This design comes from an exercise in tuning for small area on the open sky130 flow, not from production work.
In this exercise RTL edits were held to simulation tests only and were not proved equivalent to the original.
The clock cells of runs 4 and 5 come from the design's own scripts or RTL, not from TritonCTS.
The clock input has no modelled driver; a real chip could not lean on it and would need a root buffer or a full tree.
Power and IR drop assume default switching activity.

**design/flow/design.v**
```verilog
module watch_project (clk, reset, set_outside, set_inside, display_sec, display_sec10,
                      display_min, display_min10, display_hour, display_hour10, state);
	input clk, reset, set_outside, set_inside;
	output [6:0] display_sec, display_sec10, display_min, display_min10, display_hour, display_hour10;
	output [5:0] state;
	parameter [8:0] CA0 = 9'd324;	 
	parameter [8:0] CA_S = 9'd162;	 
	parameter [9:0] PA0 = 10'd24;	 
	parameter [3:0] SA0 = 4'd6;	 
	localparam [3:0] U0 = 4'd6;	 
	localparam [2:0] T0 = 3'b000;	 
	localparam [1:0] H0 = 2'b00;	 
	function [6:0] segu;		 
		input [3:0] d;
		segu = {(~d[3] & d[0]) | (~d[2] & d[1] & ~d[0]),
			(~d[2] & d[1] & d[0]) | (d[2] & ~d[1] & ~d[0]),
			(~d[2] & ~d[1] & ~d[0]),
			~((d[3] & d[1] & d[0]) | (~d[2] & ~d[1]) | (d[2] & ~d[0])),
			(~d[2] & d[1]) | d[0],
			~((d[3] & d[1]) | (d[2] & ~d[0])),
			~d[3] | (d[2] & ~d[1] & d[0])};
	endfunction
	function [6:0] segt;		 
		input [2:0] d;
		segt = {d[1] ^ d[0],
			d[2] & ~d[1],
			~d[2] & d[1],
			d[1] ^ d[0],
			d[2] | (~d[1] & d[0]),
			d[0],
			~d[2] & ~d[1]};
	endfunction
	function [6:0] segh;		 
		input [1:0] d;
		segh = {~d[1] & d[0], 1'b0, d[1], ~d[1] & d[0], ~d[1] & d[0], d[0], ~d[1]};
	endfunction
	function [10:0] inc10;
		input [9:0] a; input ci;
		integer i; reg c;
		begin
			c = ci;
			for (i = 0; i < 10; i = i + 1) begin inc10[i] = a[i] ^ c; c = c & a[i]; end
			inc10[10] = c;
		end
	endfunction
	function [4:0] inc4;
		input [3:0] a; input ci;
		integer i; reg c;
		begin
			c = ci;
			for (i = 0; i < 4; i = i + 1) begin inc4[i] = a[i] ^ c; c = c & a[i]; end
			inc4[4] = c;
		end
	endfunction
	function [2:0] jstep;
		input [2:0] q; input en;
		jstep = en ? {q[1:0], ~q[2]} : q;
	endfunction
	wire b0 = set_outside, b1 = set_inside;
	reg [8:0] ca;
	reg q4, q2, q1, q0;	 
	assign state = {1'b0, q4, 1'b0, q2, q1, q0};
	wire samp = (ca[6:0] == CA_S[6:0]);	 
	always @(posedge clk or posedge reset) begin
		if (reset) begin
			ca <= CA0;
			{q4, q2, q1, q0} <= 4'b0001;
		end else begin
			ca <= {ca[7:0], ~(ca[8] ^ ca[3]) ^ samp};
			if (samp)
				case ({q4, q2, q1, q0})
					4'b0001: if (!b0) {q4, q2, q1, q0} <= 4'b0100; else if (!b1) {q4, q2, q1, q0} <= 4'b1000;
					4'b0100: if (!b0) {q4, q2, q1, q0} <= 4'b0001; else if (!b1) {q4, q2, q1, q0} <= 4'b0110;
					4'b0110: if (!b1) {q4, q2, q1, q0} <= 4'b0101;
					4'b0101: if (!b1) {q4, q2, q1, q0} <= 4'b0100;
					4'b1000: if (!b0) {q4, q2, q1, q0} <= 4'b1010; else if (!b1) {q4, q2, q1, q0} <= 4'b0001;
					4'b1010: if (!b0) {q4, q2, q1, q0} <= 4'b1001;
					4'b1001: if (!b0) {q4, q2, q1, q0} <= 4'b1000; else if (!b1) {q4, q2, q1, q0} <= 4'b0001;
					default: {q4, q2, q1, q0} <= 4'b0001;
				endcase
		end
	end
	wire sw = q4;			 
	wire set = q2;			 
	wire run = q4 & q1;		 
	wire add_min = q2 & q0 & !b0;	 
	wire add_hour = q2 & q1 & !b0;	 
	reg cs;
	reg [9:0] as;			 
	reg [3:0] su; reg [2:0] st;	 
	reg [3:0] sa;			 
	reg [3:0] ssu; reg [2:0] sst;	 
	reg [3:0] dsu; reg [2:0] dst;	 
	wire s_first = sw & !cs;	 
	wire s_blank = cs & !sw & set;	 
	wire [9:0] as_i; wire s_tick;
	assign {s_tick, as_i} = inc10(as, !set & !s_first);
	wire [3:0] su_i; wire su_c;
	assign {su_c, su_i} = inc4(su, s_tick);
	wire [3:0] su_n = su_i | (su_c ? U0 : 4'd0);
	wire st_c = su_c & st[2] & !st[1];
	wire [2:0] st_n = jstep(st, su_c);
	wire s59 = (&su) & st[2] & !st[1];
	wire [3:0] sa_i; wire sa_c;
	assign {sa_c, sa_i} = inc4(sa, run);
	wire [3:0] ssu_i; wire ssu_c;
	assign {ssu_c, ssu_i} = inc4(ssu, sa_c);
	wire [3:0] ssu_n = ssu_i | (ssu_c ? U0 : 4'd0);
	wire [2:0] sst_n = jstep(sst, ssu_c);
	wire ss59 = (&ssu) & sst[2] & !sst[1];
	always @(posedge clk or posedge reset) begin
		if (reset) begin
			cs <= 0; as <= PA0; su <= U0; st <= T0; sa <= SA0; ssu <= U0; sst <= T0; dsu <= U0; dst <= T0;
		end else begin
			as <= as_i | (s_tick ? PA0 : 10'd0);
			su <= su_n; st <= st_n;
			sa <= sa_i | (sa_c ? SA0 : 4'd0);
			ssu <= ssu_n; sst <= sst_n;
			if (s_first)
				cs <= 1'b1;
			else if (s_blank)
				cs <= 1'b0;
			if (s_blank) begin
				dsu <= U0; dst <= T0;
			end else if (s_first | sa_c) begin
				dsu <= ssu_n; dst <= sst_n;
			end else if (s_tick & !sw) begin
				dsu <= su_n; dst <= st_n;
			end
		end
	end
	wire en_min = s59 & !set;	 
	reg cm;
	reg [9:0] am;
	reg [3:0] mu; reg [2:0] mt;
	reg [3:0] smu; reg [2:0] smt;
	reg [3:0] dmu; reg [2:0] dmt;
	wire m_first = sw & !cm;
	wire m_blank = cm & !sw & !en_min & !add_min;
	wire [9:0] am_i; wire m_tick;
	assign {m_tick, am_i} = inc10(am, add_min | (en_min & !m_first));
	wire [3:0] mu_i; wire mu_c;
	assign {mu_c, mu_i} = inc4(mu, m_tick);
	wire [3:0] mu_n = mu_i | (mu_c ? U0 : 4'd0);
	wire [2:0] mt_n = jstep(mt, mu_c);
	wire m59 = (&mu) & mt[2] & !mt[1];
	wire sm_step = ss59 & sa_c;
	wire [3:0] smu_i; wire smu_c;
	assign {smu_c, smu_i} = inc4(smu, sm_step);
	wire [3:0] smu_n = smu_i | (smu_c ? U0 : 4'd0);
	wire [2:0] smt_n = jstep(smt, smu_c);
	always @(posedge clk or posedge reset) begin
		if (reset) begin
			cm <= 0; am <= PA0; mu <= U0; mt <= T0; smu <= U0; smt <= T0; dmu <= U0; dmt <= T0;
		end else begin
			am <= am_i | (m_tick ? PA0 : 10'd0);
			mu <= mu_n; mt <= mt_n;
			smu <= smu_n; smt <= smt_n;
			if (m_tick & !sw) begin
				cm <= 1'b0;
				dmu <= mu_n; dmt <= mt_n;
			end else if (m_first) begin
				cm <= 1'b1;
				dmu <= smu_n; dmt <= smt_n;
			end else if (m_blank) begin
				cm <= 1'b0;
				dmu <= U0; dmt <= T0;
			end else if (sm_step) begin
				dmu <= smu_n; dmt <= smt_n;
			end
		end
	end
	reg ch, zf;			 
	reg [9:0] ah;
	reg [3:0] hu; reg [1:0] ht;
	wire en_hour = m59 & en_min;	 
	wire h_first = sw & !ch;
	wire [9:0] ah_i; wire h_tick;
	assign {h_tick, ah_i} = inc10(ah, (add_hour | en_hour) & !h_first);
	wire [3:0] hu_i; wire hu_c;
	assign {hu_c, hu_i} = inc4(hu, h_tick);
	wire h23 = ht[1] & (hu == 4'd9);	 
	always @(posedge clk or posedge reset) begin
		if (reset) begin
			ch <= 0; zf <= 0; ah <= PA0; hu <= U0; ht <= H0;
		end else begin
			ah <= ah_i | (h_tick ? PA0 : 10'd0);
			if (h_tick & h23) begin
				hu <= U0; ht <= H0;
			end else begin
				hu <= hu_i | (hu_c ? U0 : 4'd0);
				if (hu_c) ht <= {ht[0], 1'b1};
			end
			if (h_first) begin
				ch <= 1'b1;
				zf <= 1'b1;
			end else if (en_hour & run)
				zf <= 1'b1;
			else if (h_tick)
				zf <= 1'b0;
		end
	end
	assign display_sec = segu(dsu);
	assign display_sec10 = segt(dst);
	assign display_min = segu(dmu);
	assign display_min10 = segt(dmt);
	assign display_hour = segu(zf ? U0 : hu);
	assign display_hour10 = segh(zf ? H0 : ht);
endmodule
```
**design/flow/flow/run.sh**
```bash
#!/bin/bash
# Own layout flow: the standard ORFS flow (standard.sh) with
#  - an area-oriented ABC script for the synthesis's logic mapping
#    (registers are mapped before ABC, so they are the standard synthesis's)
#  - port buffers of the smallest buffer cell
#  - clock tree of clkbuf_8 without dummy loads
set -euo pipefail
W=$(pwd)
rm -rf "$W/myscripts"
cp -r "$FLOW_HOME/scripts" "$W/myscripts"
cp "$W/flow/abc_area.script" "$W/myscripts/abc_area.script"
export BUFFER_PORTS_ARGS="-buffer_cell sky130_fd_sc_hd__buf_1"
export CTS_ARGS="-sink_clustering_enable -repair_clock_nets -dont_use_dummy_load -buf_list sky130_fd_sc_hd__clkbuf_8 -sink_clustering_size 40 -sink_buffer_max_cap_derate 1.0"
bash "$W/standard.sh" SCRIPTS_DIR="$W/myscripts" ABC_AREA=1 finish > "$W/flow_make.log" 2>&1
```
**design/flow/flow/abc_area.script**
```
strash
&get -n
&deepsyn -T 60
&put
dch -f
amap -m
topo
```
**design/flow/standard.sh**
```bash
#!/bin/bash
# synth_recipe.tcl (not shown) runs the flow's synth.tcl, then flattens the netlist and writes it again
# the make line also repeats each setting of config.mk as NAME=value (left out here)
make -C /OpenROAD-flow-scripts/flow DESIGN_CONFIG=/design/flow/config.mk WORK_HOME=/design/flow/orfs CLKGATE_MAP_FILE= SYNTH_SCRIPT=/design/flow/synth_recipe.tcl "${@:-finish}"
```
**design/flow/config.mk**
```make
export PLATFORM = sky130hd
export DESIGN_NAME = watch_project
export DESIGN_NICKNAME = watch_project
export VERILOG_FILES = /design/flow/design.v
export SDC_FILE = /design/flow/constraint.sdc
export NUM_CORES = 4
export LEC_CHECK = 0
export CAP_MARGIN = 20
export CORE_MARGIN = 2
export CORE_UTILIZATION = 40
export SLEW_MARGIN = 20
```
**design/flow/constraint.sdc**
```tcl
create_clock -name core_clock -period 20.0 [get_ports {clk}]
set_input_delay 4.0000 -clock core_clock [delete_from_list [all_inputs] [get_ports {clk}]]
set_output_delay 4.0000 -clock core_clock [all_outputs]
set_load 0.01 [all_outputs]
```
==> results of run 1 <==
stage by stage:
| step | instance area, um^2 | power, W | util, % |
|---|---|---|---|
| CTS | 4840 | 0.000326 | 44.6 |
| global placement | 4710 | 0.000225 | 43.5 |
| finish | 4840 | 0.000319 | 44.6 |
| floorplan | 4450 | 0.000222 | - |
| detailed placement | 4710 | 0.000226 | 43.5 |
| global route | 4840 | 0.000334 | 44.6 |
worst max path at each step:
stage           startpoint            endpoint  slack, ps  cells after the start
6_report       set_outside  dmt[1]$_DFFE_PP0P_      12710                     19
3_3_place_gp   set_outside     hu[1]$_DFF_PP1_      12420                     19
5_1_grt        set_outside  dmt[1]$_DFFE_PP0P_      12470                     19
2_1_floorplan  set_outside     hu[1]$_DFF_PP1_      12860                     18
4_1_cts        set_outside  dmt[1]$_DFFE_PP0P_      12710                     19
3_5_place_dp   set_outside  dmt[1]$_DFFE_PP0P_      12360                     19
power groups by stage:
stage | Combinational, W | Clock, W | Sequential (W)
floorplan | 0.00000877 | 0 | 0.000214
global placement | 0.0000107 | 0 | 0.000214
detailed placement | 0.0000115 | 0 | 0.000214
CTS | 0.0000116 | 0.000103 | 0.000210
global route | 0.0000138 | 0.000110 | 0.000211
finish | 0.0000108 | 0.0000984 | 0.000210
metal layers:
metal  routed length [um]  GRT usage, %  up-vias
met5                    0             0        -
met4                   85          4.34        0
met2                 3690          23.8       56
met1                 3520          17.8     1406
met3                  292          3.44        7
li1                     -             -     1413
worst max-delay path, delay by kind of cell:
kind                       cells  cell delay [ps]
adders and majority gates     14             2740
AOI/OAI and AO/OA              4              600
buffers and inverters          1              170
layout make-up:
type	count	share of cell area [%]
sequential	99	51.9
inverter	50	3.91
clock buffer	9	2.56
tap	140	3.62
multi-input combinational	227	34.1
timing repair buffer	49	3.88
state kept, by name, indices dropped and copies added (netlist names), 2 cells and up:
name and flops:
mu 4, dmt 3, sa 4, dsu 4, dmu 4, smt 3
sst 3, as 10, ht 2, st 3, am 10, dst 3
ca 9, hu 4, ssu 4, smu 4, su 4, ah 10
mt 3
cells by family after synthesis:
| kind of cell | count (synthesis) | share of synthesized area [%] |
|---|---|---|
| and+or+nand+nor | 102 | 11.3 |
| DFF | 99 | 56.5 |
| AOI/OAI and AO/OA | 65 | 9.55 |
| buffers and inverters | 63 | 6.43 |
| adders and majority gates | 57 | 16.1 |
| other | 1 | 0.0845 |
cells in the final DEF, fill, tap and decap left out, types with 4 or more instances in the layout:
cell       n
o21ai_0   21
ha_1      57
o221ai_1   6
o32ai_1    4
dfrtp_1   73
nor2_1    35
o22ai_1   11
nand2_1   16
nand3_1    7
buf_1     48
or2_0     20
clkbuf_8   9
a21oi_1    7
clkinv_1  49
nor2b_1    5
nor3_1     7
dfstp_2   26
nand4_1    4
==> metrics.csv, run 1 <==
stage,metric,value,unit
grt,first_global_vias,2876,
power_and_ir_drop,seqPwrFrac,65.8,%
cells_and_area,drive_above_1_share,8.53,%
synth,netlist_instances,387,
hold_path,hp-class,reg -> reg,
die,rows,38,
cells_and_area,syn2layout_area_growth,8.96,%
power_and_ir_drop,comb_power_share,3.4,%
grt,antenna_found_initial,0,
clock_network,cts_hold_buf,0,
drt,viasPerCell,5.02,
clock_network,cts_sinks,99,
hold_path,holdPathEnd,ca[8]$_DFF_PP1_,
hold_path,worstHoldStart,ca[7]$_DFF_PP0_,
drt,wl_per_cell,13.2,um
clock_network,cts_buffers,9,
worst_setup_path,r2r-start,q4$_DFFE_PP0P_,
worst_setup_path,crit_chain,buf_1 -> o32ai_1 -> ha_1 -> ha_1 -> ha_1 -> ha_1 -> ha_1 -> ha_1 -> ha_1 -> ha_1 -> ha_1 -> ha_1 -> ha_1 -> ha_1 -> ha_1 -> ha_1 -> o22ai_1 -> o22a_1 -> o21ai_0,
cells_and_area,insertedDiodeCount,0,
clock_network,cts_resized,0,
worst_setup_path,r2r_end,dmt[1]$_DFFE_PP0P_,
grt,grt_start_max_net_pins,70,
synth,ys_seq_area_share,56.5,%
placement,port_buffers,48,
sta,fin_crit_sh,36.5,%
cells_and_area,nets,497,
grt,grt_overflow,0,
die,core,0.0108,mm^2
sta,fin_ws,12710,ps
synth,synth_top_cell_by_area,dfrtp_1,
power_and_ir_drop,clockPowerShare,30.8,%
placement,place_ws,12360,ps
worst_setup_path,ff2ff_path_depth,20,
worst_setup_path,cpMostUsedCell,ha_1,
worst_setup_path,crit_arrival,7510,ps
power_and_ir_drop,internal_power,0.000252,W
synth,synth_seq_cells,99,
clock_network,clk_pin_slew,80,ps
synth,synthArstFlopShare,100,%
sta,layout_min_cycle_time,7290,ps
worst_setup_path,rrSetupSlack,15240,ps
sta,tightestPinTransition,926,ps
drt,drt_iter0_markers,133,
power_and_ir_drop,p_leak,2.32,nW
cells_and_area,register_area,0.00251,mm^2
run,maxCapViolations,0,
worst_setup_path,crit_path_top_delay_cell,ha_1,
placement,dp_hpwl,5590,um
clock_network,htreeDepth,3,
worst_setup_path,crit_path_end_kind,register,
cells_and_area,fillers,1025,
sta,finClkSkew,23.9,ps
sta,setup_violations,0,
power_and_ir_drop,p_per_area,66.0,mW/mm^2
synth,syn_area,0.00444,mm^2
die,initial_core_util,41.0,%
worst_setup_path,cp-start-kind,primary input,
drt,drc,0,
sta,slew_headroom,37.6,%
synth,synth-edff-count,0,
clock_network,clock_latency,350,ps
synth,syn_area_per_cell,11.5,um^2
synth,yosysMostFrequentCell,dfrtp_1,
sta,hold_viol,0,
worst_setup_path,cp_max_fo,7,
outcome,status,finished clean,
power_and_ir_drop,netSwitchingFraction,21.0,%
die,dieArea,0.0120,mm^2
drt,firstDrtPassIters,4,
hold_path,whs_path_depth,0,
grt,grt_pass1_wl,13200,um
clock_network,postCtsSetupBuffers,0,
synth,synth_common_cells,"dfrtp_1 (73), ha_1 (57), clkinv_1 (50)",
die,io_pins,52,
sta,rsz0062_at_grt,false,
synth,ys.warnings.count,1,
synth,yosys_most_used_dff,dfrtp_1,
cells_and_area,instances_no_fill,574,
die,die_x,109,um
worst_setup_path,critPathKind,in -> reg,
synth,netlist_top_cells_area,"dfrtp_1 (41%), ha_1 (16%), dfstp_2 (15%), clkinv_1 (4.2%), nor2_1 (3.0%)",
placement,gp_congestion,0.745,
worst_setup_path,cpPeakStageDelay,270,ps
worst_setup_path,required,20220,ps
synth,synth_top_area_share,41.1,%
clock_network,clockBufferDepth,2,
sta,tns,0,ps
drt,drt-total-wl,7590,um
clock_network,cts_root_buf,clkbuf_8,
power_and_ir_drop,p_sw,0.0000670,W
sta,slew_violations,0,
power_and_ir_drop,ir_drop,0.0437,mV
sta,max_freq,0.137,GHz
cells_and_area,multi_input_area,0.00165,mm^2
drt,vias,2882,
clock_network,cts_tree,done,
die,dieHeight,109,um
sta,hold_slack,357,ps
placement,placedCellCount,565,
drt,drtAntennaViolNets,0,
grt,grt_use_total,14.0,%
synth,ys_types,31,
==> inputs of run 2 (changes only) <==
--- a/design/flow/flow/run.sh
+++ b/design/flow/flow/run.sh
@@ -12,3 +12,3 @@
 export BUFFER_PORTS_ARGS="-buffer_cell sky130_fd_sc_hd__buf_1"
-export CTS_ARGS="-sink_clustering_enable -repair_clock_nets -dont_use_dummy_load -buf_list sky130_fd_sc_hd__clkbuf_8 -sink_clustering_size 40 -sink_buffer_max_cap_derate 1.0"
+export CTS_ARGS="-sink_clustering_enable -repair_clock_nets -dont_use_dummy_load -buf_list sky130_fd_sc_hd__clkbuf_8"
 bash "$W/standard.sh" SCRIPTS_DIR="$W/myscripts" ABC_AREA=1 finish > "$W/flow_make.log" 2>&1
==> run 2 against run 1 <==
- core utilization is the same
- sequential share of layout area is the same
- die area did not move
- area after synthesis stayed put
- sequential power barely moved
- largest power group unchanged
- critical path depth did not move
- power unchanged
- first-iteration DRC count is the same
- setup slack stayed put
- flip-flop and latch count is the same
- fmax is the same
- still clean
==> metrics.csv, run 2 <==
stage,metric,value,unit,change
clock_network,cts_hold_buf,0,,unchanged
cells_and_area,fin_area,0.00484,mm^2,unchanged
hold_path,holdPathEnd,ca[8]$_DFF_PP1_,,unchanged
synth,netlist_instances,387,,unchanged
cells_and_area,syn2layout_area_growth,8.96,%,unchanged
worst_setup_path,ff2ff_path_depth,20,,unchanged
grt,first_global_vias,2876,,unchanged
drt,drc,0,,unchanged
cells_and_area,mostFrequentLayoutCells,"dfrtp_1 (73), ha_1 (57), clkinv_1 (49)",,unchanged
synth,synth_top_area_share,41.1,%,unchanged
grt,antenna_found_initial,0,,unchanged
cells_and_area,insertedDiodeCount,0,,unchanged
synth,synth-edff-count,0,,unchanged
worst_setup_path,crit_path_end_kind,register,,unchanged
sta,slew_headroom,37.6,%,unchanged
power_and_ir_drop,ir_drop,0.0437,mV,unchanged
drt,wl_per_cell,13.2,um,unchanged
worst_setup_path,crit_arrival,7510,ps,about the same
die,dieArea,0.0120,mm^2,unchanged
sta,layout_min_cycle_time,7290,ps,unchanged
run,maxCapViolations,0,,unchanged
sta,finClkSkew,23.9,ps,unchanged
synth,synth_seq_cells,99,,unchanged
synth,netlist_top_cells_area,"dfrtp_1 (41%), ha_1 (16%), dfstp_2 (15%), clkinv_1 (4.2%), nor2_1 (3.0%)",,unchanged
sta,fin_crit_sh,36.5,%,unchanged
clock_network,cts_resized,0,,unchanged
drt,drtAntennaViolNets,0,,unchanged
hold_path,hp-class,reg -> reg,,unchanged
clock_network,cts_tree,done,,unchanged
worst_setup_path,critPathKind,in -> reg,,unchanged
placement,placedCellCount,565,,unchanged
die,initial_core_util,41.0,%,unchanged
drt,vias,2882,,unchanged
power_and_ir_drop,design_power_total,0.000319,W,unchanged
synth,yosys_most_used_dff,dfrtp_1,,unchanged
cells_and_area,nets,497,,unchanged
synth,ys_seq_area_share,56.5,%,unchanged
cells_and_area,instances_no_fill,574,,unchanged
die,rows,38,,unchanged
clock_network,cts_buffers,9,,unchanged
drt,firstDrtPassIters,4,,unchanged
clock_network,clock_latency,350,ps,about the same
drt,drt-total-wl,7590,um,unchanged
synth,synth_top_cell_by_area,dfrtp_1,,unchanged
worst_setup_path,cp_max_fo,7,,unchanged
clock_network,cts_sinks,99,,unchanged
sta,max_freq,0.137,GHz,unchanged
clock_network,htreeDepth,3,,unchanged
sta,slew_violations,0,,unchanged
placement,port_buffers,48,,unchanged
grt,grt_use_total,14.0,%,unchanged
grt,grt_start_max_net_pins,70,,unchanged
placement,dp_hpwl,5590,um,unchanged
cells_and_area,drive_above_1_share,8.53,%,unchanged
power_and_ir_drop,p_leak,2.32,nW,unchanged
sta,hold_viol,0,,unchanged
sta,rsz0062_at_grt,false,,unchanged
outcome,status,finished clean,,unchanged
die,core,0.0108,mm^2,unchanged
worst_setup_path,r2r_end,dmt[1]$_DFFE_PP0P_,,unchanged
synth,syn_area,0.00444,mm^2,unchanged
die,dieHeight,109,um,unchanged
sta,tightestPinTransition,926,ps,unchanged
drt,viasPerCell,5.02,,unchanged
cells_and_area,final_util,44.6,%,unchanged
placement,gp_congestion,0.745,,unchanged
die,die_x,109,um,unchanged
worst_setup_path,required,20220,ps,about the same
hold_path,worstHoldStart,ca[7]$_DFF_PP0_,,unchanged
grt,grt_pass1_wl,13200,um,unchanged
power_and_ir_drop,p_per_area,66.0,mW/mm^2,unchanged
drt,drt_iter0_markers,133,,unchanged
sta,tns,0,ps,unchanged
cells_and_area,layout_commonest_cell,dfrtp_1,,unchanged
die,io_pins,52,,unchanged
worst_setup_path,cp-start-kind,primary input,,unchanged
clock_network,postCtsSetupBuffers,0,,unchanged
placement,place_area,0.00471,mm^2,unchanged
synth,syn_area_per_cell,11.5,um^2,unchanged
cells_and_area,reg_top3,"ah x10, am x10, as x10",,unchanged
synth,synth_common_cells,"dfrtp_1 (73), ha_1 (57), clkinv_1 (50)",,unchanged
clock_network,clockBufferDepth,2,,unchanged
synth,ys_types,31,,unchanged
cells_and_area,fillers,1025,,unchanged
sta,setup_violations,0,,unchanged
synth,synthArstFlopShare,100,%,unchanged
synth,ys.warnings.count,1,,unchanged
worst_setup_path,rrSetupSlack,15240,ps,about the same
clock_network,cts_root_buf,clkbuf_8,,unchanged
worst_setup_path,r2r-start,q4$_DFFE_PP0P_,,unchanged
synth,yosysMostFrequentCell,dfrtp_1,,unchanged
grt,grt_overflow,0,,unchanged
hold_path,whs_path_depth,0,,unchanged
clock_network,clk_pin_slew,80,ps,about the same
-- run 2: cell counts after synthesis --
No cell type changed its count.
-- run 2: cell families after synthesis --
family                     share of synthesized area (%)
AOI/OAI and AO/OA                                   9.55
adders and majority gates                           16.1
buffers and inverters                               6.43
DFF                                                 56.5
other                                             0.0845
and+or+nand+nor                                     11.3
-- run 2: final cells by class --
type | count | area [um^2] | area share, %
flip-flops and latches | 99 | 2510 | 51.9
inverters | 50 | 189 | 3.91
well taps | 140 | 175 | 3.62
clock buffers | 9 | 124 | 2.56
repair buffers | 49 | 188 | 3.88
multi-input cells | 227 | 1650 | 34.1
-- run 2: critical path: stages --
cell	delay [ps]
buf_1	170
o32ai_1	150
ha_1	210
ha_1	180
ha_1	170
ha_1	170
ha_1	180
ha_1	180
ha_1	180
ha_1	190
ha_1	190
ha_1	270
ha_1	210
ha_1	180
ha_1	200
ha_1	230
o22ai_1	190
o22a_1	180
o21ai_0	80
-- run 2: stage by stage --
stage          hold slack [ps]  setup WS, ps
3_5_place_dp               338         12360
6_report                   357         12710
3_3_place_gp               333         12420
4_1_cts                    366         12710
2_1_floorplan              333         12860
5_1_grt                    372         12470
-- run 2: how the worst max path moves through the flow --
stage	end	startpoint
5_1_grt	dmt[1]$_DFFE_PP0P_	set_outside
2_1_floorplan	hu[1]$_DFF_PP1_	set_outside
3_3_place_gp	hu[1]$_DFF_PP1_	set_outside
3_5_place_dp	dmt[1]$_DFFE_PP0P_	set_outside
6_report	dmt[1]$_DFFE_PP0P_	set_outside
4_1_cts	dmt[1]$_DFFE_PP0P_	set_outside
-- run 2: routing by layer --
layer,share of wire (%),GRT usage [%],vias to the layer above
met1,46,17.8,1406
met3,3.8,3.44,7
met5,0,0,-
met4,1.1,4.34,0
met2,49,23.8,56
li1,-,-,1413
-- run 2: power by group --
part	leakage, nW	switching [W]	internal (W)
sequential	1.20	0.00000194	0.000208
combinational	1.05	0.00000714	0.00000365
clock	0.0647	0.0000579	0.0000405
==> inputs of run 3 (changes only) <==
--- a/design/flow/design.v
+++ b/design/flow/design.v
@@ -136,5 +136,5 @@
 	reg [3:0] smu; reg [2:0] smt;
-	reg [3:0] dmu; reg [2:0] dmt;
+	reg zm;				 
 	wire m_first = sw & !cm;
-	wire m_blank = cm & !sw & !en_min & !add_min;
+	wire m_blank = cm & !sw & !en_min;	 
 	wire [9:0] am_i; wire m_tick;
@@ -153,3 +153,3 @@
 		if (reset) begin
-			cm <= 0; am <= PA0; mu <= U0; mt <= T0; smu <= U0; smt <= T0; dmu <= U0; dmt <= T0;
+			cm <= 0; zm <= 0; am <= PA0; mu <= U0; mt <= T0; smu <= U0; smt <= T0;
 		end else begin
@@ -160,11 +160,8 @@
 				cm <= 1'b0;
-				dmu <= mu_n; dmt <= mt_n;
-			end else if (m_first) begin
+				zm <= 1'b0;
+			end else if (m_first)
 				cm <= 1'b1;
-				dmu <= smu_n; dmt <= smt_n;
-			end else if (m_blank) begin
+			else if (m_blank) begin
 				cm <= 1'b0;
-				dmu <= U0; dmt <= T0;
-			end else if (sm_step) begin
-				dmu <= smu_n; dmt <= smt_n;
+				zm <= 1'b1;
 			end
@@ -172,2 +169,4 @@
 	end
+	wire [3:0] dmu = cm ? smu : zm ? U0 : mu;
+	wire [2:0] dmt = cm ? smt : zm ? T0 : mt;
 	reg ch, zf;			 
==> run 3 against run 2 <==
- area after synthesis shrank 4.8%
- core utilization grew 0.37 points
- register-to-register slack gained 490 ps
- still clean on timing, DRC and antenna
- fmax grew 0.64%
- die area shrank 4.7%
- clock power shrank 3.2%
- wire length shrank 6.1%
==> metrics.csv, run 3 <==
stage,metric,value,unit,change
outcome,status,finished clean,,unchanged
sta,hold_viol,0,,unchanged
clock_network,clockBufferDepth,2,,unchanged
die,dieHeight,107,um,was 109 um
synth,yosys_most_used_dff,dfrtp_1,,unchanged
power_and_ir_drop,design_power_total,0.000370,W,was 0.000319 W
die,rows,37,,was 38
power_and_ir_drop,ir_drop,0.0391,mV,was 0.0437 mV
die,initial_core_util,41.1,%,was 41.0%
clock_network,clk_pin_slew,90,ps,was 80 ps
synth,ys_seq_area_share,55.8,%,was 56.5%
power_and_ir_drop,seqPwrFrac,61.1,%,was 65.8%
worst_setup_path,cp_max_fo,5,,was 7
worst_setup_path,path_delay_family,adder cells,,unchanged
worst_setup_path,crit_arrival,7520,ps,was 7510 ps
sta,finClkSkew,26.8,ps,was 23.9 ps
sta,rsz0062_at_grt,false,,unchanged
cells_and_area,syn2layout_area_growth,9.48,%,was 8.96%
power_and_ir_drop,p_leak,2.23,nW,was 2.32 nW
worst_setup_path,path_buf_inv,1,,unchanged
worst_setup_path,crit_chain,buf_1 -> nor2_1 -> a22oi_1 -> nor2_1 -> ha_1 -> ha_1 -> ha_1 -> ha_1 -> ha_1 -> ha_1 -> ha_1 -> ha_1 -> ha_1 -> ha_1 -> ha_1 -> ha_1 -> ha_1 -> ha_1 -> or3_1,,was buf_1 -> o32ai_1 -> ha_1 -> ha_1 -> ha_1 -> ha_1 -> ha_1 -> ha_1 -> ha_1 -> ha_1 -> ha_1 -> ha_1 -> ha_1 -> ha_1 -> ha_1 -> ha_1 -> o22ai_1 -> o22a_1 -> o21ai_0
grt,grt_overflow,0,,unchanged
cells_and_area,final_util,45.0,%,was 44.6%
synth,syn_area_per_cell,11.4,um^2,was 11.5 um^2
worst_setup_path,r2r-start,q4$_DFFE_PP0P_,,unchanged
run,maxCapViolations,0,,unchanged
synth,syn_area,0.00422,mm^2,was 0.00444 mm^2
grt,antenna_found_initial,0,,unchanged
worst_setup_path,cpMostUsedCell,ha_1,,unchanged
worst_setup_path,crit_path_end_kind,register,,unchanged
worst_setup_path,required,20280,ps,was 20220 ps
power_and_ir_drop,p_sw,0.0000938,W,was 0.0000670 W
drt,firstDrtPassIters,4,,unchanged
synth,ys.warnings.count,1,,unchanged
sta,fin_crit_sh,36.2,%,was 36.5%
sta,hold_slack,356,ps,was 357 ps
drt,drt-total-wl,7120,um,was 7590 um
placement,gp_congestion,0.787,,was 0.745
cells_and_area,mostFrequentLayoutCells,"dfrtp_1 (69), ha_1 (56), buf_1 (48)",,"was dfrtp_1 (73), ha_1 (57), clkinv_1 (49)"
die,io_pins,52,,unchanged
grt,grt_pass1_wl,12200,um,was 13200 um
cells_and_area,nets,481,,was 497
grt,first_global_vias,2588,,was 2876
synth,synth_top_cell_by_area,dfrtp_1,,unchanged
grt,grt_use_total,13.6,%,was 14.0%
sta,setup_violations,0,,unchanged
synth,synth_top_area_share,40.9,%,was 41.1%
cells_and_area,drive_above_1_share,8.35,%,was 8.53%
die,die_x,107,um,was 109 um
power_and_ir_drop,netSwitchingFraction,25.4,%,was 21.0%
worst_setup_path,crit_path_top_delay_cell,or3_1,,was ha_1
cells_and_area,layout_commonest_cell,dfrtp_1,,unchanged
hold_path,worstHoldStart,ca[7]$_DFF_PP0_,,unchanged
clock_network,clock_latency,360,ps,was 350 ps
synth,synthArstFlopShare,100,%,unchanged
drt,drtAntennaViolNets,0,,unchanged
power_and_ir_drop,clockPowerShare,25.8,%,was 30.8%
hold_path,hp-class,reg -> reg,,unchanged
die,dieArea,0.0114,mm^2,was 0.0120 mm^2
clock_network,cts_root_buf,clkbuf_8,,unchanged
synth,synth-edff-count,0,,unchanged
clock_network,htreeDepth,3,,unchanged
drt,viasPerCell,5.02,,about the same
worst_setup_path,rrSetupSlack,15730,ps,was 15240 ps
synth,synth_seq_cells,93,,was 99
grt,grt_start_max_net_pins,54,,was 70
hold_path,holdPathEnd,ca[8]$_DFF_PP1_,,unchanged
hold_path,whs_path_depth,0,,unchanged
power_and_ir_drop,comb_power_share,13.1,%,was 3.4%
clock_network,cts_hold_buf,0,,unchanged
clock_network,cts_buffers,9,,unchanged
placement,dp_hpwl,5370,um,was 5590 um
drt,vias,2785,,was 2882
worst_setup_path,cp-start-kind,primary input,,unchanged
drt,wl_per_cell,12.8,um,was 13.2 um
clock_network,cts_tree,done,,unchanged
sta,slew_violations,0,,unchanged
worst_setup_path,ff2ff_path_depth,18,,was 20
synth,synth_common_cells,"dfrtp_1 (69), ha_1 (56), clkinv_1 (43)",,"was dfrtp_1 (73), ha_1 (57), clkinv_1 (50)"
worst_setup_path,cpPeakStageDelay,380,ps,was 270 ps
drt,drc,0,,unchanged
worst_setup_path,critPathKind,in -> reg,,unchanged
clock_network,cts_sinks,93,,was 99
placement,port_buffers,48,,unchanged
die,core,0.0103,mm^2,was 0.0108 mm^2
sta,max_freq,0.138,GHz,was 0.137 GHz
sta,tns,0,ps,unchanged
drt,drt_iter0_markers,158,,was 133
synth,yosysMostFrequentCell,dfrtp_1,,unchanged
power_and_ir_drop,p_per_area,80.0,mW/mm^2,was 66.0 mW/mm^2
worst_setup_path,r2r_end,hu[2]$_DFF_PP1_,,was dmt[1]$_DFFE_PP0P_
sta,tightestPinTransition,797,ps,was 926 ps
synth,ys_types,31,,unchanged
power_and_ir_drop,internal_power,0.000276,W,was 0.000252 W
sta,layout_min_cycle_time,7240,ps,was 7290 ps
clock_network,cts_resized,0,,unchanged
cells_and_area,insertedDiodeCount,0,,unchanged
synth,netlist_top_cells_area,"dfrtp_1 (41%), ha_1 (17%), dfstp_2 (15%), clkinv_1 (3.8%), nor2_1 (3.6%)",,"was dfrtp_1 (41%), ha_1 (16%), dfstp_2 (15%), clkinv_1 (4.2%), nor2_1 (3.0%)"
synth,netlist_instances,371,,was 387
sta,slew_headroom,46.4,%,was 37.6%
cells_and_area,reg_top3,"ah x10, am x10, as x10",,unchanged
clock_network,postCtsSetupBuffers,0,,unchanged
-- run 3: cell count changes after synthesis, moves of 4 or more --
cell	previous run	this run
nor3_1	7	11
a221o_1	0	4
o21ai_0	21	14
o221ai_1	6	2
clkinv_1	50	43
dfrtp_1	73	69
nor2_1	35	41
-- run 3: worst max path at each step --
stage,to,from,slack (ps),cells after the start
2_1_floorplan,hu[1]$_DFF_PP1_,set_outside,12800,18
3_3_place_gp,hu[1]$_DFF_PP1_,set_outside,12530,19
3_5_place_dp,hu[2]$_DFF_PP1_,set_outside,12370,19
4_1_cts,hu[2]$_DFF_PP1_,set_outside,12740,19
5_1_grt,hu[1]$_DFF_PP1_,set_outside,12590,19
6_report,hu[2]$_DFF_PP1_,set_outside,12760,19
-- run 3: final cells by class --
class / count / area [um^2]
timing repair buffer: 49 / 188
clock buffer: 9 / 124
inverter: 43 / 163
fill: 979 / 5650
tap: 136 / 170
multi-input combinational: 225 / 1620
sequential: 93 / 2360
-- run 3: power groups by stage --
stage	Combinational (W)	Clock [W]	Sequential, W
final	0.0000484	0.0000953	0.000226
after global routing	0.0000570	0.000109	0.000229
after floorplan	0.0000365	0	0.000227
after global placement	0.0000477	0	0.000229
after detailed placement	0.0000506	0	0.000230
after CTS	0.0000505	0.0000996	0.000227
-- run 3: stage by stage --
| step | setup WS (ps) | instance area (um^2) | instances |
|---|---|---|---|
| floorplan | 12800 | 4230 | 373 |
| global placement | 12530 | 4500 | 546 |
| detailed placement | 12370 | 4500 | 546 |
| CTS | 12740 | 4620 | 555 |
| global route | 12590 | 4620 | 555 |
| finish | 12760 | 4620 | 555 |
-- run 3: cells by family (layout without fill, tap and decap cells) --
kind of cell | Yosys count | after routing | share of synthesized area (%)
adder cells (fa/ha/maj) | 56 | 56 | 16.6
buffers and inverters | 55 | 101 | 5.95
other | 1 | 3 | 0.0888
AO/OA/AOI/OAI | 64 | 64 | 10.1
AND/OR/NAND/NOR | 102 | 102 | 11.5
flip-flops | 93 | 93 | 55.8
-- run 3: routing by layer --
layer | global-route usage [%] | wire length [um]
met1 | 18.9 | 3420
met2 | 21.1 | 3310
met3 | 3.04 | 298
met4 | 4.73 | 98
met5 | 0 | 0
==> inputs of run 4 (changes only) <==
--- a/design/flow/design.v
+++ b/design/flow/design.v
@@ -136,5 +136,5 @@
 	reg [3:0] smu; reg [2:0] smt;
-	reg zm;				 
+	reg [3:0] dmu; reg [2:0] dmt;
 	wire m_first = sw & !cm;
-	wire m_blank = cm & !sw & !en_min;	 
+	wire m_blank = cm & !sw & !en_min & !add_min;
 	wire [9:0] am_i; wire m_tick;
@@ -153,3 +153,3 @@
 		if (reset) begin
-			cm <= 0; zm <= 0; am <= PA0; mu <= U0; mt <= T0; smu <= U0; smt <= T0;
+			cm <= 0; am <= PA0; mu <= U0; mt <= T0; smu <= U0; smt <= T0; dmu <= U0; dmt <= T0;
 		end else begin
@@ -160,8 +160,11 @@
 				cm <= 1'b0;
-				zm <= 1'b0;
-			end else if (m_first)
+				dmu <= mu_n; dmt <= mt_n;
+			end else if (m_first) begin
 				cm <= 1'b1;
-			else if (m_blank) begin
+				dmu <= smu_n; dmt <= smt_n;
+			end else if (m_blank) begin
 				cm <= 1'b0;
-				zm <= 1'b1;
+				dmu <= U0; dmt <= T0;
+			end else if (sm_step) begin
+				dmu <= smu_n; dmt <= smt_n;
 			end
@@ -169,4 +172,2 @@
 	end
-	wire [3:0] dmu = cm ? smu : zm ? U0 : mu;
-	wire [2:0] dmt = cm ? smt : zm ? T0 : mt;
 	reg ch, zf;			 
--- a/design/flow/flow/run.sh
+++ b/design/flow/flow/run.sh
@@ -5,3 +5,4 @@
 #  - port buffers of the smallest buffer cell
-#  - clock tree of clkbuf_8 without dummy loads
+#  - the clock tree replaced by MANUAL_CTS_K clock buffers fed by the clock
+#    port, each at the centroid of its group of flip-flops
 set -euo pipefail
@@ -11,4 +12,7 @@
 cp "$W/flow/abc_area.script" "$W/myscripts/abc_area.script"
+grep -q '^log_cmd clock_tree_synthesis {\*}$cts_args$' "$W/myscripts/cts.tcl"
+sed -i "s|^log_cmd clock_tree_synthesis {\*}\$cts_args\$|source $W/flow/manual_cts.tcl|" "$W/myscripts/cts.tcl"
 export BUFFER_PORTS_ARGS="-buffer_cell sky130_fd_sc_hd__buf_1"
-export CTS_ARGS="-sink_clustering_enable -repair_clock_nets -dont_use_dummy_load -buf_list sky130_fd_sc_hd__clkbuf_8"
+export MANUAL_CTS_BUF="sky130_fd_sc_hd__clkbuf_16"
+export MANUAL_CTS_K=4
 bash "$W/standard.sh" SCRIPTS_DIR="$W/myscripts" ABC_AREA=1 finish > "$W/flow_make.log" 2>&1
==> design/flow/flow/manual_cts.tcl (new file) <==
# Clock distribution in place of TritonCTS: the flip-flops are split into
# MANUAL_CTS_K groups by position (k-means); each group gets one clock buffer
# at its centroid, driven straight from the clock port (a one-level tree).
set k $::env(MANUAL_CTS_K)
set pins [get_pins -of_objects [get_nets clk] -filter "direction==input"]
set xs {}; set ys {}
foreach p $pins {
  set bb [[[sta::sta_to_db_pin $p] getInst] getBBox]
  lappend xs [expr { ([$bb xMin] + [$bb xMax]) / 2.0 }]
  lappend ys [expr { ([$bb yMin] + [$bb yMax]) / 2.0 }]
}
set n [llength $pins]
# initial centres: spread along the sorted x (then refined by k-means)
set order [lsort -real -indices $xs]
set cx {}; set cy {}
for {set j 0} {$j < $k} {incr j} {
  set i [lindex $order [expr { int(($j + 0.5) * $n / $k) }]]
  lappend cx [lindex $xs $i]; lappend cy [lindex $ys $i]
}
for {set it 0} {$it < 50} {incr it} {
  set grp {}
  for {set i 0} {$i < $n} {incr i} {
    set best 0; set bd 1e30
    for {set j 0} {$j < $k} {incr j} {
      set d [expr { abs([lindex $xs $i] - [lindex $cx $j]) + abs([lindex $ys $i] - [lindex $cy $j]) }]
      if { $d < $bd } { set bd $d; set best $j }
    }
    lappend grp $best
  }
  set ncx {}; set ncy {}
  for {set j 0} {$j < $k} {incr j} {
    set sx 0.0; set sy 0.0; set m 0
    for {set i 0} {$i < $n} {incr i} {
      if { [lindex $grp $i] == $j } {
        set sx [expr { $sx + [lindex $xs $i] }]; set sy [expr { $sy + [lindex $ys $i] }]; incr m
      }
    }
    if { $m > 0 } { lappend ncx [expr { $sx / $m }]; lappend ncy [expr { $sy / $m }] } else {
      lappend ncx [lindex $cx $j]; lappend ncy [lindex $cy $j] }
  }
  set cx $ncx; set cy $ncy
}
set dbu [[ord::get_db_block] getDbUnitsPerMicron]
for {set j 0} {$j < $k} {incr j} {
  set lp {}
  for {set i 0} {$i < $n} {incr i} {
    if { [lindex $grp $i] == $j } { lappend lp [lindex $pins $i] }
  }
  if { [llength $lp] == 0 } { continue }
  set x [expr { [lindex $cx $j] / $dbu }]; set y [expr { [lindex $cy $j] / $dbu }]
  puts "manual_cts: group $j, [llength $lp] flip-flops, buffer at ($x, $y)"
  insert_buffer -buffer_cell $::env(MANUAL_CTS_BUF) -net clk -load_pins $lp \
    -location [list $x $y] -buffer_name clkbuf_$j -net_name clk_$j
}
--- a/design/flow/config.mk
+++ b/design/flow/config.mk
@@ -9,3 +9,4 @@
 export CORE_MARGIN = 2
-export CORE_UTILIZATION = 40
+export CORE_UTILIZATION = 75
+export PLACE_DENSITY = 0.85
 export SLEW_MARGIN = 20
==> run 4 against run 3 <==
- still clean on timing, DRC and antenna
- area after synthesis up 5.1%
- clock skew fell by 13 ps
- die area down 43%
- flip-flop and latch count is 6 higher
- core utilization grew 36 points
- critical endpoint is now dmt[1]$_DFFE_PP0P_
- synthesized cell count grew 4.3%
- cell count decreased by 9.2%
- setup slack lost 300 ps
==> metrics.csv, run 4 <==
stage,metric,value,unit,change
synth,synth_top_cell_by_area,dfrtp_1,,unchanged
cells_and_area,mostFrequentLayoutCells,"dfrtp_1 (73), ha_1 (57), clkinv_1 (49)",,"was dfrtp_1 (69), ha_1 (56), buf_1 (48)"
cells_and_area,nets,492,,was 481
die,dieArea,0.00655,mm^2,was 0.0114 mm^2
cells_and_area,reg_top3,"ah x10, am x10, as x10",,unchanged
cells_and_area,insertedDiodeCount,0,,unchanged
cells_and_area,syn2layout_area_growth,6.60,%,was 9.48%
die,dieHeight,80.9,um,was 107 um
synth,syn_area_per_cell,11.5,um^2,was 11.4 um^2
synth,syn_area,0.00444,mm^2,was 0.00422 mm^2
sta,hold_slack,370,ps,was 356 ps
die,core,0.00582,mm^2,was 0.0103 mm^2
synth,synth_seq_cells,99,,was 93
drt,wl_per_cell,15.2,um,was 12.8 um
die,rows,28,,was 37
die,io_pins,52,,unchanged
drt,viasPerCell,5.83,,was 5.02
grt,grt_overflow,0,,unchanged
power_and_ir_drop,ir_drop,0.0603,mV,was 0.0391 mV
grt,grt_pass1_wl,12900,um,was 12200 um
drt,vias,2938,,was 2785
sta,finClkSkew,13.3,ps,was 26.8 ps
sta,layout_min_cycle_time,7540,ps,was 7240 ps
worst_setup_path,cp_max_fo,7,,was 5
drt,drc,0,,unchanged
synth,yosysMostFrequentCell,dfrtp_1,,unchanged
placement,gp_congestion,0.812,,was 0.787
sta,slew_headroom,41.4,%,was 46.4%
synth,synth_top_area_share,41.1,%,was 40.9%
synth,netlist_top_cells_area,"dfrtp_1 (41%), ha_1 (16%), dfstp_2 (15%), clkinv_1 (4.2%), nor2_1 (3.0%)",,"was dfrtp_1 (41%), ha_1 (17%), dfstp_2 (15%), clkinv_1 (3.8%), nor2_1 (3.6%)"
cells_and_area,layout_commonest_cell,dfrtp_1,,unchanged
grt,antenna_found_initial,0,,unchanged
clock_network,cts_hold_buf,0,,unchanged
placement,dp_hpwl,5690,um,was 5370 um
synth,synthArstFlopShare,100,%,unchanged
worst_setup_path,cp-start-kind,primary input,,unchanged
worst_setup_path,crit_chain,buf_1 -> o32ai_1 -> ha_1 -> ha_1 -> ha_1 -> ha_1 -> ha_1 -> ha_1 -> ha_1 -> ha_1 -> ha_1 -> ha_1 -> ha_1 -> ha_1 -> ha_1 -> ha_1 -> o22ai_1 -> o22a_1 -> o21ai_0,,was buf_1 -> nor2_1 -> a22oi_1 -> nor2_1 -> ha_1 -> ha_1 -> ha_1 -> ha_1 -> ha_1 -> ha_1 -> ha_1 -> ha_1 -> ha_1 -> ha_1 -> ha_1 -> ha_1 -> ha_1 -> ha_1 -> or3_1
sta,fin_crit_sh,37.7,%,was 36.2%
clock_network,clock_latency,160,ps,was 360 ps
synth,netlist_instances,387,,was 371
power_and_ir_drop,p_per_area,65.1,mW/mm^2,was 80.0 mW/mm^2
synth,ys.warnings.count,1,,unchanged
sta,tightestPinTransition,870,ps,was 797 ps
synth,ys_seq_area_share,56.5,%,was 55.8%
worst_setup_path,path_delay_family,adder cells,,unchanged
die,initial_core_util,76.3,%,was 41.1%
synth,synth_common_cells,"dfrtp_1 (73), ha_1 (57), clkinv_1 (50)",,"was dfrtp_1 (69), ha_1 (56), clkinv_1 (43)"
worst_setup_path,cpMostUsedCell,ha_1,,unchanged
worst_setup_path,crit_path_top_delay_cell,ha_1,,was or3_1
drt,drt-total-wl,7670,um,was 7120 um
cells_and_area,drive_above_1_share,7.46,%,was 8.35%
drt,drtAntennaViolNets,0,,unchanged
clock_network,postCtsSetupBuffers,0,,unchanged
clock_network,cts_resized,0,,unchanged
worst_setup_path,path_buf_inv,1,,unchanged
sta,hold_viol,0,,unchanged
worst_setup_path,cpPeakStageDelay,280,ps,was 380 ps
grt,grt_use_total,24.4,%,was 13.6%
sta,tns,0,ps,unchanged
drt,firstDrtPassIters,4,,unchanged
die,die_x,80.9,um,was 107 um
power_and_ir_drop,p_leak,2.30,nW,was 2.23 nW
worst_setup_path,crit_arrival,7580,ps,was 7520 ps
sta,rsz0062_at_grt,false,,unchanged
grt,first_global_vias,2928,,was 2588
sta,slew_violations,0,,unchanged
worst_setup_path,required,20030,ps,was 20280 ps
run,maxCapViolations,0,,unchanged
synth,synth-edff-count,0,,unchanged
synth,ys_types,31,,unchanged
grt,grt_start_max_net_pins,71,,was 54
sta,setup_violations,0,,unchanged
worst_setup_path,crit_path_end_kind,register,,unchanged
worst_setup_path,critPathKind,in -> reg,,unchanged
outcome,status,finished clean,,unchanged
clock_network,clk_pin_slew,100,ps,was 90 ps
drt,drt_iter0_markers,130,,was 158
placement,port_buffers,48,,unchanged
synth,yosys_most_used_dff,dfrtp_1,,unchanged
hold_path,hp-class,reg -> reg,,unchanged
sta,max_freq,0.133,GHz,was 0.138 GHz
## run 4: cell types whose count changed after synthesis, moves of 4 or more
cell      previous run  this run
o21ai_0             14        21
clkinv_1            43        50
a221o_1              4         0
o221ai_1             2         6
nor2_1              41        35
nor3_1              11         7
dfrtp_1             69        73
## run 4: final timing paths
path	start	cells past startpoint	slack, ps	endpoint
max	set_outside	19	12460	dmt[1]$_DFFE_PP0P_
min	ca[7]$_DFF_PP0_	0	370	ca[8]$_DFF_PP1_
max reg2reg	q4$_DFFE_PP0P_	20	15160	dmt[1]$_DFFE_PP0P_
min reg2reg	ca[7]$_DFF_PP0_	0	370	ca[8]$_DFF_PP1_
max in group asynchronous	reset	3	14960	dsu[3]$_DFFE_PP0P_
min in group asynchronous	reset	2	3830	ah[1]$_DFF_PP0_
## run 4: cell families (layout without fill, tap and decap cells)
group	after synthesis	after routing	synth area share, %
compound gates	65	65	9.55
fa+ha+maj	57	57	16.1
buf+inv	63	103	6.43
flops	99	99	56.5
other cells	1	3	0.0845
simple gates	102	102	11.3
## run 4: worst reg2reg max path, stage by stage (launching register included)
cell	delay, ps
dfrtp_1	550
clkinv_1	440
nor2_1	340
o32ai_1	170
ha_1	230
ha_1	180
ha_1	180
ha_1	180
ha_1	180
ha_1	180
ha_1	180
ha_1	190
ha_1	190
ha_1	280
ha_1	220
ha_1	180
ha_1	200
ha_1	220
o22ai_1	200
o22a_1	160
o21ai_0	80
## run 4: area by class of cell, clock buffers not listed
type                    count  area [um^2]
well taps                  75         93.8
inverters                  50          189
multi-input cells         227         1650
flip-flops and latches     99         2510
repair buffers             49          188
fillers                   364         1080
## run 4: per-stage QoR
step                      total power (W)  utilization, %  worst slack [ps]  cell area [um^2]  instances
after floorplan                  0.000222               -             12860              4450        389
after global placement           0.000224            79.6             12450              4630        500
after detailed placement         0.000227            79.6             12320              4630        500
after CTS                        0.000293            81.4             12300              4730        504
after global routing             0.000319            81.4             12140              4730        504
final                            0.000308            81.4             12460              4730        504
## run 4: where the power goes
| part | internal [W] | switching [W] | total [W] |
|---|---|---|---|
| combinational | 0.00000394 | 0.00000762 | 0.0000116 |
| sequential | 0.000208 | 0.00000219 | 0.000210 |
| clock | 0.0000368 | 0.0000491 | 0.0000859 |
## run 4: metal layers
| layer | up-vias | wire length (um) | GRT usage [%] |
|---|---|---|---|
| met4 | 0 | 121 | 4.58 |
| met3 | 11 | 296 | 1.78 |
| met5 | - | 0 | 0 |
| met1 | 1458 | 3350 | 32.3 |
| li1 | 1405 | - | - |
| met2 | 64 | 3900 | 45.0 |
==> inputs of run 5 (changes only) <==
--- a/design/flow/design.v
+++ b/design/flow/design.v
@@ -136,5 +136,5 @@
 	reg [3:0] smu; reg [2:0] smt;
-	reg [3:0] dmu; reg [2:0] dmt;
+	reg zm;				 
 	wire m_first = sw & !cm;
-	wire m_blank = cm & !sw & !en_min & !add_min;
+	wire m_blank = cm & !sw & !en_min;	 
 	wire [9:0] am_i; wire m_tick;
@@ -153,3 +153,3 @@
 		if (reset) begin
-			cm <= 0; am <= PA0; mu <= U0; mt <= T0; smu <= U0; smt <= T0; dmu <= U0; dmt <= T0;
+			cm <= 0; zm <= 0; am <= PA0; mu <= U0; mt <= T0; smu <= U0; smt <= T0;
 		end else begin
@@ -160,11 +160,8 @@
 				cm <= 1'b0;
-				dmu <= mu_n; dmt <= mt_n;
-			end else if (m_first) begin
+				zm <= 1'b0;
+			end else if (m_first)
 				cm <= 1'b1;
-				dmu <= smu_n; dmt <= smt_n;
-			end else if (m_blank) begin
+			else if (m_blank) begin
 				cm <= 1'b0;
-				dmu <= U0; dmt <= T0;
-			end else if (sm_step) begin
-				dmu <= smu_n; dmt <= smt_n;
+				zm <= 1'b1;
 			end
@@ -172,2 +169,4 @@
 	end
+	wire [3:0] dmu = cm ? smu : zm ? U0 : mu;
+	wire [2:0] dmt = cm ? smt : zm ? T0 : mt;
 	reg ch, zf;			 
--- a/design/flow/flow/run.sh
+++ b/design/flow/flow/run.sh
@@ -15,4 +15,5 @@
 export BUFFER_PORTS_ARGS="-buffer_cell sky130_fd_sc_hd__buf_1"
-export MANUAL_CTS_BUF="sky130_fd_sc_hd__clkbuf_16"
+export MANUAL_CTS_BUF="sky130_fd_sc_hd__buf_12"
 export MANUAL_CTS_K=4
+export MANUAL_CTS_ROOT="sky130_fd_sc_hd__buf_12"
 bash "$W/standard.sh" SCRIPTS_DIR="$W/myscripts" ABC_AREA=1 finish > "$W/flow_make.log" 2>&1
--- a/design/flow/flow/manual_cts.tcl
+++ b/design/flow/flow/manual_cts.tcl
@@ -54 +54,13 @@
 }
+# more than 4 groups: one root buffer between the clock port and the group buffers
+if { $k > 4 } {
+  set lp [get_pins -of_objects [get_nets clk] -filter "direction==input"]
+  set sx 0.0; set sy 0.0
+  for {set j 0} {$j < $k} {incr j} {
+    set sx [expr { $sx + [lindex $cx $j] }]; set sy [expr { $sy + [lindex $cy $j] }]
+  }
+  set x [expr { $sx / $k / $dbu }]; set y [expr { $sy / $k / $dbu }]
+  puts "manual_cts: root buffer at ($x, $y) for [llength $lp] group buffers"
+  insert_buffer -buffer_cell $::env(MANUAL_CTS_ROOT) -net clk -load_pins $lp \
+    -location [list $x $y] -buffer_name clkbuf_root -net_name clk_root
+}
==> run 5 against run 4 <==
- synthesized cell count decreased by 4.1%
- cell count decreased by 3.6%
- combinational power increased to 4.4 times the previous value
- register-to-register slack improved by 610 ps
- global-route usage increased by 0.16 points
- via count decreased by 2.5%
- setup slack improved by 130 ps
- critical path type unchanged
- critical endpoint is now hu[2]$_DFF_PP1_
- highest routed layer unchanged
==> metrics.csv, run 5 <==
stage,metric,value,unit,change
grt,antenna_found_initial,0,,unchanged
drt,drt_iter0_markers,164,,was 130
hold_path,whs_path_depth,0,,unchanged
synth,netlist_top_cells_area,"dfrtp_1 (41%), ha_1 (17%), dfstp_2 (15%), clkinv_1 (3.8%), nor2_1 (3.6%)",,"was dfrtp_1 (41%), ha_1 (16%), dfstp_2 (15%), clkinv_1 (4.2%), nor2_1 (3.0%)"
worst_setup_path,r2r_end,hu[2]$_DFF_PP1_,,was dmt[1]$_DFFE_PP0P_
clock_network,cts_resized,0,,unchanged
power_and_ir_drop,p_leak,2.21,nW,was 2.30 nW
worst_setup_path,r2r-start,q4$_DFFE_PP0P_,,unchanged
cells_and_area,mostFrequentLayoutCells,"dfrtp_1 (69), ha_1 (56), buf_1 (48)",,"was dfrtp_1 (73), ha_1 (57), clkinv_1 (49)"
worst_setup_path,worstSetupPathDepth,19,,unchanged
synth,synth_top_cell_by_area,dfrtp_1,,unchanged
die,rows,27,,was 28
sta,slew_headroom,44.9,%,was 41.4%
power_and_ir_drop,clockPowerShare,21.7,%,was 27.9%
power_and_ir_drop,p_per_area,78.9,mW/mm^2,was 65.1 mW/mm^2
synth,ys_seq_area_share,55.8,%,was 56.5%
cells_and_area,nets,476,,was 492
hold_path,hp-class,reg -> reg,,unchanged
hold_path,holdPathEnd,ca[8]$_DFF_PP1_,,unchanged
die,io_pins,52,,unchanged
worst_setup_path,critPathKind,in -> reg,,unchanged
synth,yosys_most_used_dff,dfrtp_1,,unchanged
cells_and_area,drive_above_1_share,7.25,%,was 7.46%
die,initial_core_util,77.2,%,was 76.3%
synth,syn_area,0.00422,mm^2,was 0.00444 mm^2
synth,synth_top_area_share,40.9,%,was 41.1%
drt,vias,2864,,was 2938
drt,firstDrtPassIters,4,,unchanged
synth,synth_seq_cells,93,,was 99
sta,fin_crit_sh,37.1,%,was 37.7%
placement,gp_congestion,0.846,,was 0.812
power_and_ir_drop,internal_power,0.000269,W,was 0.000249 W
worst_setup_path,ff2ff_path_depth,18,,was 20
grt,grt_overflow,0,,unchanged
synth,synth_compound_area_share,10.1,%,was 9.55%
worst_setup_path,cp-start-kind,primary input,,unchanged
drt,wl_per_cell,15.1,um,was 15.2 um
cells_and_area,fin_area,0.00450,mm^2,was 0.00473 mm^2
grt,grt_start_max_net_pins,94,,was 71
worst_setup_path,cp_max_fo,5,,was 7
synth,synthSimpleGateAreaFrac,11.5,%,was 11.3%
outcome,status,finished clean,,unchanged
synth,netlist_instances,371,,was 387
grt,first_global_vias,2765,,was 2928
sta,rsz0062_at_grt,false,,unchanged
sta,tns,0,ps,unchanged
sta,layout_min_cycle_time,7410,ps,was 7540 ps
worst_setup_path,cpPeakStageDelay,380,ps,was 280 ps
power_and_ir_drop,seqPwrFrac,63.9,%,was 68.4%
sta,tightestPinTransition,818,ps,was 870 ps
sta,slew_violations,0,,unchanged
drt,drtAntennaViolNets,0,,unchanged
synth,synth-edff-count,0,,unchanged
worst_setup_path,crit_arrival,7500,ps,was 7580 ps
worst_setup_path,crit_path_end_kind,register,,unchanged
worst_setup_path,rrSetupSlack,15770,ps,was 15160 ps
cells_and_area,syn2layout_area_growth,6.64,%,was 6.60%
clock_network,postCtsSetupBuffers,0,,unchanged
placement,place_area,0.00442,mm^2,was 0.00463 mm^2
placement,port_buffers,48,,unchanged
die,dieHeight,79.0,um,was 80.9 um
synth,yosysMostFrequentCell,dfrtp_1,,unchanged
power_and_ir_drop,design_power_total,0.000356,W,was 0.000308 W
synth,muxShareOfSynthArea,0,%,unchanged
synth,synthArstFlopShare,100,%,unchanged
synth,ys.warnings.count,1,,unchanged
power_and_ir_drop,comb_power_share,14.4,%,was 3.8%
power_and_ir_drop,ir_drop,0.0785,mV,was 0.0603 mV
cells_and_area,layout_commonest_cell,dfrtp_1,,unchanged
worst_setup_path,path_buf_inv,1,,unchanged
drt,drt-total-wl,7350,um,was 7670 um
placement,dp_hpwl,5520,um,was 5690 um
clock_network,clock_latency,150,ps,was 160 ps
clock_network,clk_pin_slew,120,ps,was 100 ps
worst_setup_path,crit_path_top_delay_cell,or3_1,,was ha_1
synth,synth_xor_area_share,0,%,unchanged
sta,hold_viol,0,,unchanged
cells_and_area,reg_top3,"ah x10, am x10, as x10",,unchanged
sta,max_freq,0.135,GHz,was 0.133 GHz
cells_and_area,insertedDiodeCount,0,,unchanged
cells_and_area,final_util,82.3,%,was 81.4%
sta,setup_violations,0,,unchanged
clock_network,cts_hold_buf,0,,unchanged
worst_setup_path,required,20080,ps,was 20030 ps
synth,syn_area_per_cell,11.4,um^2,was 11.5 um^2
grt,grt_pass1_wl,12400,um,was 12900 um
synth,synth_top_family_by_area,adder cells,,unchanged
run,maxCapViolations,0,,unchanged
drt,viasPerCell,5.89,,was 5.83
worst_setup_path,cpMostUsedCell,ha_1,,unchanged
sta,finClkSkew,42.6,ps,was 13.3 ps
die,die_x,79.0,um,was 80.9 um
worst_setup_path,crit_chain,buf_1 -> nor2_1 -> a22oi_1 -> nor2_1 -> ha_1 -> ha_1 -> ha_1 -> ha_1 -> ha_1 -> ha_1 -> ha_1 -> ha_1 -> ha_1 -> ha_1 -> ha_1 -> ha_1 -> ha_1 -> ha_1 -> or3_1,,was buf_1 -> o32ai_1 -> ha_1 -> ha_1 -> ha_1 -> ha_1 -> ha_1 -> ha_1 -> ha_1 -> ha_1 -> ha_1 -> ha_1 -> ha_1 -> ha_1 -> ha_1 -> ha_1 -> o22ai_1 -> o22a_1 -> o21ai_0
synth,synth_common_cells,"dfrtp_1 (69), ha_1 (56), clkinv_1 (43)",,"was dfrtp_1 (73), ha_1 (57), clkinv_1 (50)"
die,dieArea,0.00625,mm^2,was 0.00655 mm^2
synth,ys_types,31,,unchanged
synth,synthAdderAreaFrac,16.6,%,was 16.1%
die,core,0.00547,mm^2,was 0.00582 mm^2
grt,grt_use_total,24.6,%,was 24.4%
power_and_ir_drop,p_sw,0.0000862,W,was 0.0000589 W
hold_path,worstHoldStart,ca[7]$_DFF_PP0_,,unchanged
drt,drc,0,,unchanged
power_and_ir_drop,netSwitchingFraction,24.2,%,was 19.1%
worst_setup_path,path_delay_family,adder cells,,unchanged
run 5: cell count changes after synthesis, moves of 4 or more:
| cell | before | now |
|---|---|---|
| a221o_1 | 0 | 4 |
| nor3_1 | 7 | 11 |
| clkinv_1 | 50 | 43 |
| o21ai_0 | 21 | 14 |
| o221ai_1 | 6 | 2 |
| nor2_1 | 35 | 41 |
| dfrtp_1 | 73 | 69 |
run 5: worst max path at each step:
stage,slack (ps),start,endpoint
2_1_floorplan,12800,set_outside,hu[1]$_DFF_PP1_
6_report,12590,set_outside,hu[2]$_DFF_PP1_
5_1_grt,12390,set_outside,hu[2]$_DFF_PP1_
3_3_place_gp,12530,set_outside,hu[2]$_DFF_PP1_
3_5_place_dp,12400,set_outside,hu[2]$_DFF_PP1_
4_1_cts,12390,set_outside,hu[2]$_DFF_PP1_
run 5: kinds of logic after synthesis:
group	after synthesis
AO/OA/AOI/OAI	64
adder cells (fa/ha/maj)	56
buffers and inverters	55
flip-flops	93
other	1
AND/OR/NAND/NOR	102
run 5: through the flow:
stage / hold slack [ps] / setup WS (ps) / cells
6_report: 353 / 12590 / 486
3_3_place_gp: 335 / 12530 / 482
4_1_cts: 340 / 12390 / 486
5_1_grt: 365 / 12390 / 486
3_5_place_dp: 340 / 12400 / 482
2_1_floorplan: 333 / 12800 / 373
run 5: power by group through the flow:
| stage | Combinational (W) | Sequential [W] | Clock (W) |
|---|---|---|---|
| finish | 0.0000512 | 0.000227 | 0.0000771 |
| global route | 0.0000599 | 0.000230 | 0.0000842 |
| CTS | 0.0000523 | 0.000231 | 0.0000602 |
| detailed placement | 0.0000517 | 0.000231 | 0 |
| global placement | 0.0000470 | 0.000229 | 0 |
| floorplan | 0.0000365 | 0.000227 | 0 |
run 5: per-layer routing:
metal,vias to the layer above,track usage [%],part of all wire (%)
met4,0,2.07,1.2
met2,77,45.4,52
met3,12,1.70,3.8
met5,-,0,0
met1,1415,33.7,43
li1,1360,-,-
run 5: final cells by class, clock buffers not listed:
type	count	area, um^2
fill	340	968
sequential	93	2360
tap	72	90.1
multi-input combinational	225	1620
inverter	43	163
timing repair buffer	49	191

what the ideal ports hide:
The flow's constraints put no driver on any port. The routed layouts listed below were extracted and timed again, unchanged, in two steps. Step 1: set_driving_cell puts a clkbuf_16 on clk and a buf_2 on each other input, an assumption about the parent block. Step 2 adds t to the input delays and takes it off the output delays; t is the mean of the earliest and latest rising clock arrival at the registers after step 1. Input paths then give back, and output paths get back, about the clock's delay inside the block. a / b / c = no drivers / after step 1 / after step 2; a / b = the first two.
| run | shift t [ns] | setup slack, ns | clock arrival spread, ns | worst register clock-pin slew, ns | pins driven straight from the clock port |
|---|---|---|---|---|---|
| run 1 | 0.374 | 12.709 / 12.702 / 12.328 | 0.024 / 0.024 | 0.09 / 0.09 | 1 |
| run 2 | 0.374 | 12.709 / 12.702 / 12.328 | 0.024 / 0.024 | 0.09 / 0.09 | 1 |
| run 3 | 0.374 | 12.755 / 12.754 / 12.379 | 0.027 / 0.027 | 0.09 / 0.09 | 1 |
| run 4 | 0.232 | 12.456 / 12.504 / 12.272 | 0.013 / 0.013 | 0.10 / 0.10 | 4 |
| run 5 | 0.208 | 12.585 / 12.640 / 12.433 | 0.042 / 0.043 | 0.12 / 0.12 | 4 |
After both steps every run listed still meets setup and hold.
